This is an optimization exercise on Yosys and OpenROAD, whose aim is small area and a short achievable clock period, not a production implementation. In this exercise RTL edits were held to simulation tests only and were not proved equivalent to the original.

==> design/flow/design.v <==
module alu #(
    parameter DATA_WIDTH = 32,
    parameter INST_WIDTH = 4
)(
    input                   i_clk,
    input                   i_rst_n,
    input  [DATA_WIDTH-1:0] i_data_a,
    input  [DATA_WIDTH-1:0] i_data_b,
    input  [INST_WIDTH-1:0] i_inst,
    input                   i_valid,
    output [DATA_WIDTH-1:0] o_data,
    output                  o_overflow,
    output                  o_valid
);
reg [DATA_WIDTH-1:0] o_data_w, o_data_r;
reg                  o_overflow_w, o_overflow_r;
reg                  o_valid_w, o_valid_r;
integer i;
wire signed [DATA_WIDTH-1:0] signed_data_a_w, signed_data_a_r;
wire signed [DATA_WIDTH-1:0] signed_data_b_w, signed_data_b_r;
reg signed [DATA_WIDTH-1:0] data_ext;
assign o_data = o_data_r;
assign o_overflow = o_overflow_r;
assign o_valid = o_valid_r;
assign signed_data_a_w = i_data_a;
assign signed_data_b_w = i_data_b;
always @(*) begin
    data_ext = 0;
    i = 0;
    if (i_valid) begin
        case(i_inst) 
            4'd0: begin
                o_data_w = signed_data_a_w + signed_data_b_w;
                if (signed_data_a_w[DATA_WIDTH-1] == 0 && signed_data_b_w[DATA_WIDTH-1] == 0 && o_data_w[DATA_WIDTH-1] == 1)
                    o_overflow_w = 1;
                else if(signed_data_a_w[DATA_WIDTH-1] == 1 && signed_data_b_w[DATA_WIDTH-1] == 1 && o_data_w[DATA_WIDTH-1] == 0)
                    o_overflow_w = 1;
                else
                    o_overflow_w = 0;
                o_valid_w = 1;
            end
            4'd1: begin
                o_data_w = signed_data_a_w - signed_data_b_w;
                if (signed_data_a_w[DATA_WIDTH-1] == 0 && signed_data_b_w[DATA_WIDTH-1] == 1 && o_data_w[DATA_WIDTH-1] == 1)
                    o_overflow_w = 1;
                else if(signed_data_a_w[DATA_WIDTH-1] == 1 && signed_data_b_w[DATA_WIDTH-1] == 0 && o_data_w[DATA_WIDTH-1] == 0)
                    o_overflow_w = 1;
                else
                    o_overflow_w = 0;
                o_valid_w = 1;
            end
            4'd2: begin
                {data_ext, o_data_w} = signed_data_a_w * signed_data_b_w;
                o_overflow_w = {data_ext, o_data_w[DATA_WIDTH-1]} == 0? 0: data_ext == -1? 0:1;
                o_valid_w = 1;
            end
            4'd3: begin
                o_overflow_w = 0;
                o_data_w = signed_data_a_w > signed_data_b_w? signed_data_a_w : signed_data_b_w;
                o_valid_w = 1;
            end
            4'd4: begin
                o_overflow_w = 0;
                o_data_w = signed_data_a_w < signed_data_b_w? signed_data_a_w : signed_data_b_w;
                o_valid_w = 1;
            end
            4'd5: begin 
                {o_overflow_w, o_data_w} = i_data_a + i_data_b;
                o_valid_w = 1;
            end
            4'd6: begin
                {o_overflow_w, o_data_w} = i_data_a - i_data_b;
                o_valid_w = 1;
            end
            4'd7: begin
                {data_ext, o_data_w} = i_data_a * i_data_b;
                o_overflow_w = data_ext == 0? 0 : 1;
                o_valid_w = 1;
            end
            4'd8: begin
                o_overflow_w = 0;
                o_data_w = i_data_a > i_data_b? i_data_a:i_data_b;
                o_valid_w = 1;
            end
            4'd9: begin
                o_overflow_w = 0;
                o_data_w = i_data_a < i_data_b? i_data_a:i_data_b;
                o_valid_w = 1;
            end
            4'd10: begin
                o_overflow_w = 0;
                o_data_w = i_data_a & i_data_b;
                o_valid_w = 1;
            end
            4'd11: begin
                o_overflow_w = 0;
                o_data_w = i_data_a | i_data_b;
                o_valid_w = 1;
            end
            4'd12: begin
                o_overflow_w = 0;
                o_data_w = i_data_a ^ i_data_b;
                o_valid_w = 1;
            end
            4'd13: begin
                o_overflow_w = 0;
                o_data_w = ~i_data_a;
                o_valid_w = 1;
            end
            4'd14: begin
                o_overflow_w = 0;
                for(i = 0; i < DATA_WIDTH; i = i + 1) begin
                    o_data_w[i] = i_data_a[DATA_WIDTH-1-i];
                end
                o_valid_w = 1;
            end
        default: begin
            o_valid_w = 1;
            o_data_w = 0;
            o_overflow_w = 0;
        end
    endcase
    end else begin
        o_valid_w = 0;
        o_data_w = 0;
        o_overflow_w = 0;
    end
end
always @(posedge i_clk or negedge i_rst_n) begin
    if (~i_rst_n) begin
        o_data_r <= 0;
        o_overflow_r <= 0;
        o_valid_r <= 0;
    end else begin
        o_data_r <= o_data_w;
        o_overflow_r <= o_overflow_w;
        o_valid_r <= o_valid_w;
    end
end
endmodule
==> design/flow/run.sh <==
#!/bin/bash
# synth_recipe.tcl (not shown) runs the flow's synth.tcl, then flattens the netlist and writes it again
# the make line also repeats each setting of config.mk as NAME=value (left out here)
make -C /OpenROAD-flow-scripts/flow DESIGN_CONFIG=/design/flow/config.mk WORK_HOME=/design/flow/orfs CLKGATE_MAP_FILE= SYNTH_SCRIPT=/design/flow/synth_recipe.tcl finish
==> design/flow/config.mk <==
export PLATFORM = sky130hd
export DESIGN_NAME = alu
export DESIGN_NICKNAME = alu
export VERILOG_FILES = /design/flow/design.v
export SDC_FILE = /design/flow/constraint.sdc
export NUM_CORES = 4
export LEC_CHECK = 0
export CAP_MARGIN = 20
export CORE_MARGIN = 2
export CORE_UTILIZATION = 45
export PLACE_DENSITY = 0.6
export SLEW_MARGIN = 20
==> design/flow/constraint.sdc <==
create_clock -name core_clock -period 13.0 [get_ports {i_clk}]
set_input_delay 2.6000 -clock core_clock [delete_from_list [all_inputs] [get_ports {i_clk}]]
set_output_delay 2.6000 -clock core_clock [all_outputs]
set_load 0.01 [all_outputs]
==> results.txt, run 1 <==
status complete, no violations; dominant synthesized flop cell dfrtp_1; port bufs 104; synthesized instance count 6613; largest stage delay on the critical path 0.74 ns; ANT nets after route 0; Layout area overhead 6.875%; non-filler cells, final 8316; Worst EP required 13.21 ns; initial antenna violation count 5; Top Ports 105; DR vias 48300; Seq cells post-synth 34; Tot GR Track Use 36.83%; largest net degree at the start of global routing 47; Cells after DPL 8302; gpl congestion 1.097; first-pass GRT wire length 347600 µm; Slew Viols, Final 0; Vias/cell 5.808; count of clock tree sinks 34; Critical-path top delay cell a2111oi_4; Syn Area/Cell 8.729 µm²; Post-synth EDFFs 0; fraction of layout cells with a size suffix above 1 4.631%; Setup crit end kind flop; Inserted Clock Buffers 5; dpl hpwl 198300 µm; Final #Nets 8679; Initial Util 45.33%; post-synthesis sequential area ratio 1.474%; full die area 131200 µm²; Worst-path clk slew 0.08 ns; H-tree levels 2; HP Class in -> async; # hold bufs at CTS 0; CTS Root Cell clkbuf_16; # Max-Cap Violations 0; die height 362.2 µm; final wirelength 234400 µm; RSZ-0062 raised after global routing false; via count of the first global-routing pass 52092; CTS Buffer Depth 2; count of different cell masters after synthesis 88; Pre-antenna DRT Iters 6; fmax 0.07855 GHz; WS Path Type in -> reg; FP Rows 131; crit-path max FO 18; wire per inst 28.19 µm; TritonCTS clock tree built; total gr overflow 0; crit path launch type input pin; Worst EP arrival 12.94 ns; Post-route DRC 0; Worst-Margin Slew 1.213 ns; core area 127400 µm²; Chip Width 362.2 µm; Post-synth ARST share 100.0%; Mapped Area 57720 µm²; final setup fails 0; Detailed Route Iter0 Violations 4860; Hold Vio Cnt, Final 0; Mapped Nets 8642; period utilization 97.92%; Yosys warning count 1; fin crit period 12.73 ns; Slew HR 18.30%
-- cells in the mapped netlist (27+ instances only) --
cell / instances / share of area, %
o22ai_1: 38 / 0.41
o21ai_0: 158 / 1.4
buf_1: 61 / 0.40
nand3_1: 45 / 0.39
a221oi_1: 27 / 0.41
clkbuf_1: 229 / 1.5
a21o_1: 57 / 0.74
nand2_1: 739 / 4.8
o21bai_1: 30 / 0.39
xnor2_1: 79 / 1.2
nor3_1: 43 / 0.37
a21oi_1: 260 / 2.3
o211ai_1: 27 / 0.35
nor2_1: 655 / 4.3
nand4_1: 43 / 0.47
xor2_1: 53 / 0.80
ha_1: 484 / 10
a221o_1: 51 / 0.88
inv_1: 1611 / 10
fa_1: 1474 / 51
dfrtp_1: 34 / 1.5
-- layout make-up --
class	count	area [µm²]
fill	12486	65660
multi-input combinational	4635	49560
clock buffer	5	125.1
tap	1662	2079
antenna	3	7.507
inverter	1634	6141
sequential	34	850.8
timing repair buffer	340	2863
clock inverter	3	68.82
-- how the worst max path moves through the flow --
stage | from | endpoint | slack, ns | cells past startpoint
after floorplan | i_data_b[2] | o_overflow_r | 1.85 | 30
after global placement | i_data_b[1] | o_overflow_r | -0.11 | 34
after detailed placement | i_data_b[1] | o_overflow_r | -0.17 | 34
after CTS | i_data_b[1] | o_overflow_r | 0.14 | 34
after global routing | i_data_a[17] | o_overflow_r | 0.06 | 30
final | i_data_a[8] | o_overflow_r | 0.27 | 33
-- metrics by stage --
step                util (%)  cell area [µm²]  setup slack [ns]  hold WS, ns  setup TNS (ns)
finish                 48.44            61690            0.2698        2.424               0
CTS                    48.40            61640            0.1413        2.450               0
floorplan                  -            57720             1.847        2.304               0
global placement       48.25            61450           -0.1108        2.792         -0.1108
detailed placement     48.25            61450           -0.1699        2.801         -0.1699
global route           48.44            61690           0.05860        2.497               0
-- cell families after synthesis --
logic type,after synthesis,synth area share [%]
AOI/OAI and AO/OA,862,9.977
and+or+nand+nor,1669,11.98
muxes,14,0.2471
xor gates and xnor gates,132,2.003
DFF,34,1.474
adders and majority gates,1958,61.61
buffers and inverters,1944,12.71
-- state kept, by name (all words and copies together), names as in the netlist --
signal,cells
o_overflow_r,1
o_valid_r,1
o_data_r,32
-- what timing repair did --
item | 4_1_cts | 5_1_grt
resized for setup | 0 | 2
setup buffers | 0 | 3
hold endpoints to repair | 0 | 0
endpoints found under the setup margin | 0 | 1
-- metal layers --
layer	vias to the layer above	GRT usage [%]	wire length (µm)
met1	24855	44.47	84980
met3	742	5.997	19130
met2	2575	58.16	104900
met4	6	30.43	25350
li1	20122	-	-
met5	-	0	42
-- cell usage in the layout, fill, tap and decap left out, types with 11 or more instances in the layout --
cell type	n
a221oi_1	27
nor3_1	42
buf_4	230
a221o_1	51
and3_1	18
a21o_1	57
a21oi_1	259
o21ai_1	13
nand3_1	45
a31oi_1	22
inv_1	1610
nand2b_1	23
nand2_1	738
a211oi_1	22
xnor2_1	79
o22ai_1	38
o221ai_1	14
o21a_1	15
and2_1	11
nor4_1	17
dfrtp_1	34
o31ai_1	22
o21bai_1	30
mux2i_1	12
nor2_1	653
xor2_1	53
nand4_1	43
fa_1	1474
clkinv_1	12
o21ai_0	158
o211ai_1	27
clkdlybuf4s50_1	99
ha_1	484
nor2b_1	25
-- worst max-delay path, delay by kind of cell --
| kind | cells | cell delay, ns |
|---|---|---|
| compound gates | 5 | 1.69 |
| buf+inv | 11 | 1.99 |
| fa+ha+maj | 9 | 4.14 |
| simple gates | 8 | 2.49 |
==> run 2, diff against run 1 <==
==> design/flow/design.v (replaced) <==
module alu #(
    parameter DATA_WIDTH = 32,
    parameter INST_WIDTH = 4
)(
    input                   i_clk,
    input                   i_rst_n,
    input  [DATA_WIDTH-1:0] i_data_a,
    input  [DATA_WIDTH-1:0] i_data_b,
    input  [INST_WIDTH-1:0] i_inst,
    input                   i_valid,
    output [DATA_WIDTH-1:0] o_data,
    output                  o_overflow,
    output                  o_valid
);
reg [31:0] o_data_r;
reg        o_overflow_r;
reg        o_valid_r;
assign o_data     = o_data_r;
assign o_overflow = o_overflow_r;
assign o_valid    = o_valid_r;
wire [31:0] a = i_data_a;
wire [31:0] b = i_data_b;
wire [3:0]  op = i_inst;
wire sub = (op == 4'd1) | (op == 4'd3) | (op == 4'd4) | (op == 4'd6) |
           (op == 4'd8) | (op == 4'd9);
wire [31:0] bx = b ^ {32{sub}};
wire [32:0] s = {1'b0, a} + {1'b0, bx} + {32'd0, sub};
wire c32 = s[32];
wire c31 = a[31] ^ bx[31] ^ s[31];
wire v_add = c31 ^ c32;
wire lt_u = ~c32;
wire lt_s = a[31] ^ b[31] ^ lt_u;
wire [32:0] p = {1'b0, a} * {1'b0, b};
wire sgn = ~op[2];                        
wire [31:0] xa = a ^ {32{sgn & a[31]}};
wire [31:0] xb = b ^ {32{sgn & b[31]}};
reg  [31:0] ta, tb;                       
integer i;
always @(*) begin
    ta[31] = xa[31];
    tb[31] = xb[31];
    for (i = 30; i >= 0; i = i - 1) begin
        ta[i] = ta[i+1] | xa[i];
        tb[i] = tb[i+1] | xb[i];
    end
end
reg ge32, ge31;                           
always @(*) begin
    ge32 = 1'b0;
    ge31 = 1'b0;
    for (i = 1; i <= 31; i = i + 1) begin
        ge32 = ge32 | (ta[i] & tb[32-i]);
        ge31 = ge31 | (ta[i] & tb[31-i]);
    end
    ge31 = ge31 | (ta[0] & tb[31]);
end
wire ps32 = p[32] ^ (a[31] & b[0]) ^ (b[31] & a[0]);
wire e31 = ge31 & ~ge32;
wire sneg = a[31] ^ b[31];
wire ov_smul = ge32 | (~sneg & (e31 | p[31] | ps32)) | (sneg & e31 & ~ps32);
wire ov_umul = ge32 | p[32];
reg [31:0] d_w;
reg        ov_w;
always @(*) begin
    d_w = 32'd0;
    ov_w = 1'b0;
    case (op)
        4'd0: begin d_w = s[31:0]; ov_w = v_add; end
        4'd1: begin d_w = s[31:0]; ov_w = v_add; end
        4'd2: begin d_w = p[31:0]; ov_w = ov_smul; end
        4'd3: d_w = lt_s ? b : a;
        4'd4: d_w = lt_s ? a : b;
        4'd5: begin d_w = s[31:0]; ov_w = c32; end
        4'd6: begin d_w = s[31:0]; ov_w = lt_u; end
        4'd7: begin d_w = p[31:0]; ov_w = ov_umul; end
        4'd8: d_w = lt_u ? b : a;
        4'd9: d_w = lt_u ? a : b;
        4'd10: d_w = a & b;
        4'd11: d_w = a | b;
        4'd12: d_w = a ^ b;
        4'd13: d_w = ~a;
        4'd14: for (i = 0; i < 32; i = i + 1) d_w[i] = a[31-i];
        default: ;
    endcase
    if (!i_valid) begin
        d_w = 32'd0;
        ov_w = 1'b0;
    end
end
always @(posedge i_clk or negedge i_rst_n) begin
    if (~i_rst_n) begin
        o_data_r     <= 32'd0;
        o_overflow_r <= 1'b0;
        o_valid_r    <= 1'b0;
    end else begin
        o_data_r     <= d_w;
        o_overflow_r <= ov_w;
        o_valid_r    <= i_valid;
    end
end
endmodule
==> results.txt, run 2 <==
Hold WS 2.306 ns (was 2.424 ns); met1 Track Usage GR 51.57% (was 44.47%); Slew Viols, Final 0 (unchanged); crit path to o_data_r[31] (was o_overflow_r); RSZ-0062 raised after global routing false (unchanged); wire per inst 27.80 µm (was 28.19 µm); Detailed Route Iter0 Violations 2655 (was 4860); largest area contributor in the netlist fa_1 (unchanged); dpl hpwl 81620 µm (was 198300 µm); TritonCTS clock tree built (unchanged); Post-route DRC 0 (unchanged); Seq cells post-synth 34 (unchanged); total gr overflow 0 (unchanged); most frequent cells in the layout inv_1, nand2_1, fa_1 (was inv_1, fa_1, nand2_1); multi-input logic area 20020 µm² (was 49560 µm²); core area 52550 µm² (was 127400 µm²); # hold bufs at CTS 0 (unchanged); fmax 0.08914 GHz (was 0.07855 GHz); Post-synth EDFFs 0 (unchanged); post-synthesis sequential area ratio 3.560% (was 1.474%); die height 234.5 µm (was 362.2 µm); Tot GR Track Use 38.43% (was 36.83%); crit-path max FO 17 (was 18); status complete, no violations (unchanged); Top Ports 105 (unchanged); post-synth top area share 36.77% (was 51.12%); Inserted Clock Buffers 5 (unchanged); Chip Width 234.5 µm (was 362.2 µm); via count of the first global-routing pass 22618 (was 52092); Syn Area/Cell 7.922 µm² (was 8.729 µm²); synthesized instance count 3017 (was 6613); met3 Usage GRT 8.660% (was 5.997%); fin crit period 11.22 ns (was 12.73 ns); full die area 54970 µm² (was 131200 µm²); Pre-antenna DRT Iters 5 (was 6); GRT Max-Usage Layer met2 (unchanged); Layout area overhead 8.826% (was 6.875%); setup TNS 0 ns (unchanged); final wirelength 103900 µm (was 234400 µm); Post-synth ARST share 100.0% (unchanged); Worst EP required 13.17 ns (was 13.21 ns); port bufs 104 (unchanged); FP Rows 84 (was 131); Initial Util 45.48% (was 45.33%); Post-synth top cells inv_1, nand2_1, fa_1 (was inv_1, fa_1, nand2_1); dominant synthesized flop cell dfrtp_1 (unchanged); Largest register FFs 32 (unchanged); initial antenna violation count 3 (was 5); grt met2 use 57.36% (was 58.16%); largest cells by area after synthesis fa_1, ha_1, inv_1 (unchanged); count leader, synth inv_1 (unchanged); ANT nets after route 0 (unchanged); top flop regs o_data_r (32), o_overflow_r (1), o_valid_r (1) (unchanged); setup bufs post-CTS 0 (unchanged); CTS resizes 0 (unchanged); H-tree levels 2 (unchanged); DR vias 22529 (was 48300); Mapped Nets 3746 (was 8642); count of different cell masters after synthesis 79 (was 88); Final #Nets 3777 (was 8679); Yosys warning count 1 (unchanged); final setup fails 0 (unchanged); most common cell after layout, fill and taps aside inv_1 (unchanged); Vias/cell 6.025 (was 5.808); Worst-path clk slew 0.07 ns (was 0.08 ns); CTS Buffer Depth 2 (unchanged); Top reg by flops o_data_r (unchanged); Setup crit end kind flop (unchanged); Worst-Margin Slew 1.144 ns (was 1.213 ns); Mapped Area 23900 µm² (was 57720 µm²); # fillers 5274 (was 12486); Crit. Startpoint i_data_a[9] (was i_data_a[8]); WS Path Type in -> reg (unchanged); period utilization 86.29% (was 97.92%); fraction of layout cells with a size suffix above 1 4.657% (was 4.631%); largest net degree at the start of global routing 35 (was 47); HP Class in -> async (unchanged); count of clock tree sinks 34 (unchanged); first-pass GRT wire length 151700 µm (was 347600 µm); CTS Root Cell clkbuf_16 (unchanged); Hold Vio Cnt, Final 0 (unchanged); Slew HR 23.48% (was 18.30%); crit path launch type input pin (unchanged); gpl congestion 1.032 (was 1.097); Worst EP arrival 11.39 ns (was 12.94 ns); # Max-Cap Violations 0 (unchanged); total area of sequential cells 850.8 µm² (unchanged)
## run 2: cell count changes after synthesis, sizes merged, moves of 51 or more
cell / delta
fa: -1035
inv: -1000
nor2: -424
ha: -265
nand2: -250
a21oi: -173
clkbuf: -100
o21ai: -97
xnor2: +51
## run 2: metal layers
| layer | up-vias | part of all wire (%) |
|---|---|---|
| li1 | 9472 | - |
| met1 | 11262 | 40 |
| met2 | 1455 | 42 |
| met3 | 338 | 11 |
| met4 | 2 | 7.1 |
| met5 | - | 0.0067 |
## run 2: final cells by class
cell class / instances / area share (%)
inverters: 632 / 9.121
clock inverters: 2 / 0.04810
flip-flops and latches: 34 / 3.271
diodes: 2 / 0.01924
multi-input cells: 2175 / 76.98
repair buffers: 200 / 6.720
clock buffers: 6 / 0.5340
well taps: 688 / 3.310
## run 2: cell families after synthesis
| logic type | count (synthesis) | share of synthesized area, % |
|---|---|---|
| simple gates | 891 | 15.77 |
| compound gates | 444 | 12.78 |
| xor+xnor | 162 | 5.937 |
| fa+ha+maj | 658 | 48.24 |
| buf+inv | 808 | 12.80 |
| flops | 34 | 3.560 |
| mux | 20 | 0.9056 |
## run 2: through the flow
stage	setup WS [ns]	cell area (µm²)	utilization [%]	cells
2_1_floorplan	2.903	23900	-	3017
3_3_place_gp	1.551	25850	49.20	3728
3_5_place_dp	1.542	25840	49.18	3728
4_1_cts	1.865	26000	49.47	3736
5_1_grt	1.515	26000	49.49	3737
6_report	1.782	26010	49.50	3739
## run 2: worst min-delay path by stage
stage          depth (start not counted)      endpoint    start  slack [ns]
3_5_place_dp                           1     o_valid_r  i_rst_n        2.82
2_1_floorplan                          0   o_data_r[0]  i_rst_n        2.30
3_3_place_gp                           1     o_valid_r  i_rst_n        2.82
5_1_grt                                1     o_valid_r  i_rst_n        2.33
6_report                               1  o_overflow_r  i_rst_n        2.31
4_1_cts                                1     o_valid_r  i_rst_n        2.49
## run 2: worst max-delay path: stages
cell and delay (ns):
clkdlybuf4s50_1 1.22, buf_4 0.37, nand2_1 0.11, fa_1 0.58
inv_1 0.05, fa_1 0.39, fa_1 0.46, fa_1 0.50
inv_1 0.05, fa_1 0.49, inv_1 0.05, fa_1 0.45
fa_1 0.51, inv_1 0.05, fa_1 0.48, inv_1 0.04
ha_1 0.36, a21oi_1 0.30, o21ai_0 0.16, o211ai_1 0.21
o211ai_1 0.11, a31oi_1 0.76, nand2b_1 0.25, o21ai_0 0.13
xnor2_1 0.28, o21ai_0 0.16, nor2_1 0.15, a31oi_1 0.09

[port drivers added, routing unchanged]
No port has a modelled driver above. Below, the same layouts with a new extraction and two added sets of constraints. Step 1 sets driving cells, clkbuf_16 on the clock port and buf_2 on the other inputs (assumed; they add their load-dependent delay and slew). Step 2 moves the port delays by t, midway between the first and last clock arrival at a register: inputs arrive t later, outputs are due t later. That takes back most of the time a late clock gives input paths. Three values: ideal ports, drivers, drivers and shift; two values: the first two.
run	t, ns	setup WS [ns]	hold slack, ns	worst setup path at the end	clock arrival spread, ns
run 1	0.361	0.270 / 0.274 / -0.087	2.424 / 2.405 / 2.766	input to register	0.013 / 0.013
run 2	0.362	1.782 / 1.812 / 1.449	2.306 / 2.276 / 2.638	input to register	0.015 / 0.015
Met with ideal ports but missed after step 2: setup timing in run 1. For run 1, which loses most, drivers alone change the setup slack by +0.004 ns; drivers and shift together by -0.357 ns.
